Context: an optimization exercise on an open-source flow, tuned for small area, a short achievable clock period and few clock cycles per item. The choices shown serve that exercise and are no tape-out recipe.
At most, simulation tests tie the RTL to the original design; equivalence was not proved.

// mul_op
module mul_op #(parameter INPUTS = 2,
		parameter OUTPUTS = 1,
		parameter DATA_IN_SIZE = 32,
		parameter DATA_OUT_SIZE = 32)
		(
		input clk,
		input rst,
		input [INPUTS * (DATA_IN_SIZE)- 1 : 0]data_in_bus,
		input [INPUTS - 1 : 0]valid_in_bus,
		output [INPUTS - 1 : 0] ready_in_bus,
		output [OUTPUTS * (DATA_OUT_SIZE) - 1 : 0]data_out_bus,
		output [OUTPUTS - 1 : 0]valid_out_bus,
		input 	[OUTPUTS - 1 : 0] ready_out_bus
);
clock: 8.0 ns
lec_check: 0
cap_margin: 20
core_margin: 2
core_utilization: 55
setup_slack_margin: 5
slew_margin: 20
synth_hierarchical: 1
standard.sh (not shown) runs the stock make flow with config.mk's settings and CLKGATE_MAP_FILE= SYNTH_SCRIPT=/design/flow/synth_recipe.tcl, a recipe that flattens the netlist after the stock synthesis.
==> flow/flow/run.sh <==
#!/bin/bash
# The standard layout, with resizing free to change a cell's footprint (so the
# port buffers and other cells can be swapped for faster ones) and port
# buffers that are plain buffers rather than delay cells.
set -euo pipefail
bash standard.sh MATCH_CELL_FOOTPRINT=0 BUFFER_PORTS_ARGS="-buffer_cell sky130_fd_sc_hd__buf_2" finish > standard.log 2>&1
Testbench counts at the start, summed over its fixed seeds: cycles 2,424, items 2,400.
Rerun with:
- CORE_UTILIZATION: 55 -> 40
- SETUP_SLACK_MARGIN: 5 -> 4.8
Setup slack degrades by 36 ps; clock-buffer cell count is unchanged; hold slack degrades by 8.3 ps; global-route usage decreases by 8.8 points; routed wire length decreases by 4.5%; non-clock buffer count decreases by 83; core utilization decreases by 19 points; synthesized area does not change.

* * *

Another version of the RTL of mul_op (not shown whole).
Size in the first run: roughly 2000 cells after synthesis, roughly 260 flip-flops, ~100 I/O pins.
export LEC_CHECK = 0
export CAP_MARGIN = 20
export CORE_MARGIN = 2
export CORE_UTILIZATION = 40
export CTS_BUF_LIST = sky130_fd_sc_hd__clkbuf_4 sky130_fd_sc_hd__clkbuf_8
export SETUP_SLACK_MARGIN = 5
export SLEW_MARGIN = 20
export SYNTH_HIERARCHICAL = 1
create_clock -name core_clock -period 8.0 [get_ports {clk}]
Scripts as last shown in full above: flow/flow/run.sh
The first run produced a clean layout.
Change:
==> flow/flow/run.sh (replaced) <==
#!/bin/bash
# The standard layout, with resizing free to change a cell's footprint (so the
# port buffers and other cells can be swapped for faster ones), port buffers
# that are plain buffers rather than delay cells, and timing repair aiming at
# a setup slack of 5.3 ns.
set -euo pipefail
bash standard.sh MATCH_CELL_FOOTPRINT=0 BUFFER_PORTS_ARGS="-buffer_cell sky130_fd_sc_hd__buf_2" SETUP_SLACK_5.3=5.3 finish > standard.log 2>&1
--- a/flow/config.mk
+++ b/flow/config.mk
@@ -10,3 +10,2 @@
 export CORE_UTILIZATION = 40
-export CTS_BUF_LIST = sky130_fd_sc_hd__clkbuf_4 sky130_fd_sc_hd__clkbuf_8
 export SETUP_SLACK_MARGIN = 5
Outcome: Area after synthesis is unchanged. Cell count decreases by 1.3%. Flip-flop and latch count does not change.
No run of this note included a check of the RTL's function; only the layout flow was run.

* * *

## main
RTL: one of the versions met above, not the one the previous note started from.
For scale: about 1,900 cells after synthesis.
Settings: LEC_CHECK=0, CAP_MARGIN=20, CORE_MARGIN=2, CORE_UTILIZATION=40, PLACE_DENSITY=0.75, SETUP_SLACK_MARGIN=5, SLEW_MARGIN=20, SYNTH_HIERARCHICAL=1; clock period 8.0 ns.
==> flow/flow/run.sh <==
#!/bin/bash
# The standard layout, with resizing free to change a cell's footprint (so the
# port buffers and other cells can be swapped for faster ones) and port
# buffers that are plain buffers rather than delay cells.
set -euo pipefail
bash standard.sh MATCH_CELL_FOOTPRINT=0 BUFFER_PORTS_ARGS="-buffer_cell sky130_fd_sc_hd__buf_2" finish > standard.log 2>&1
Testbench counts of main, summed over its fixed seeds: cycles 2,424, items 2,400.
--- input diff main..the feature branch ---
- PLACE_DENSITY: 0.75 -> unset
Notes after the runs:
The feature branch vs. main: wire length of the first global-routing pass saw an increase; data arrival time of the critical path saw a decrease. [compare] base=main new=the feature branch: maximum number of pins on one net before global-route repair grew by 2.7%; number of distinct library cell variants in the gate-level netlist after synthesis held steady. Compared with main, the feature branch improves minimum clock period after layout. In the feature branch relative to main, cell area had gone up slightly. Mean number of vias per cell, the feature branch and main, higher one = main.

[separate check: timing with driven ports]
How much do the figures lean on ideal ports? The routed layouts below were timed once more, with nothing changed but the port constraints. Step 1 assumes that a clkbuf_16 drives the clock port and a buf_2 every other input. Step 2 times the ports against the registers' clock, not the clock port: input delays grow and output delays shrink by t, the midpoint of the rising clock arrivals with the driver on. a / b / c = ideal ports / drivers / drivers and shift; a / b = the first two.
run | t (ns) | slack for setup (ns) | latest minus earliest clock arrival (ns) | cell pins on the clock port's net
the first run of note 1 | 0.633 | 4.894 / 4.838 / 4.948 | 0.044 / 0.043 | 1
the second run of note 1 | 0.619 | 4.858 / 4.805 / 4.884 | 0.018 / 0.018 | 1
the first run of note 2 | 0.678 | 5.015 / 5.009 / 5.015 | 0.061 / 0.060 | 1
the second run of note 2 | 0.639 | 5.023 / 5.003 / 5.023 | 0.043 / 0.044 | 1
main | 0.609 | 4.831 / 4.777 / 4.962 | 0.030 / 0.031 | 1
the feature branch | 0.619 | 4.993 / 4.941 / 5.014 | 0.015 / 0.015 | 1
After both steps setup and hold are still met in every run listed.
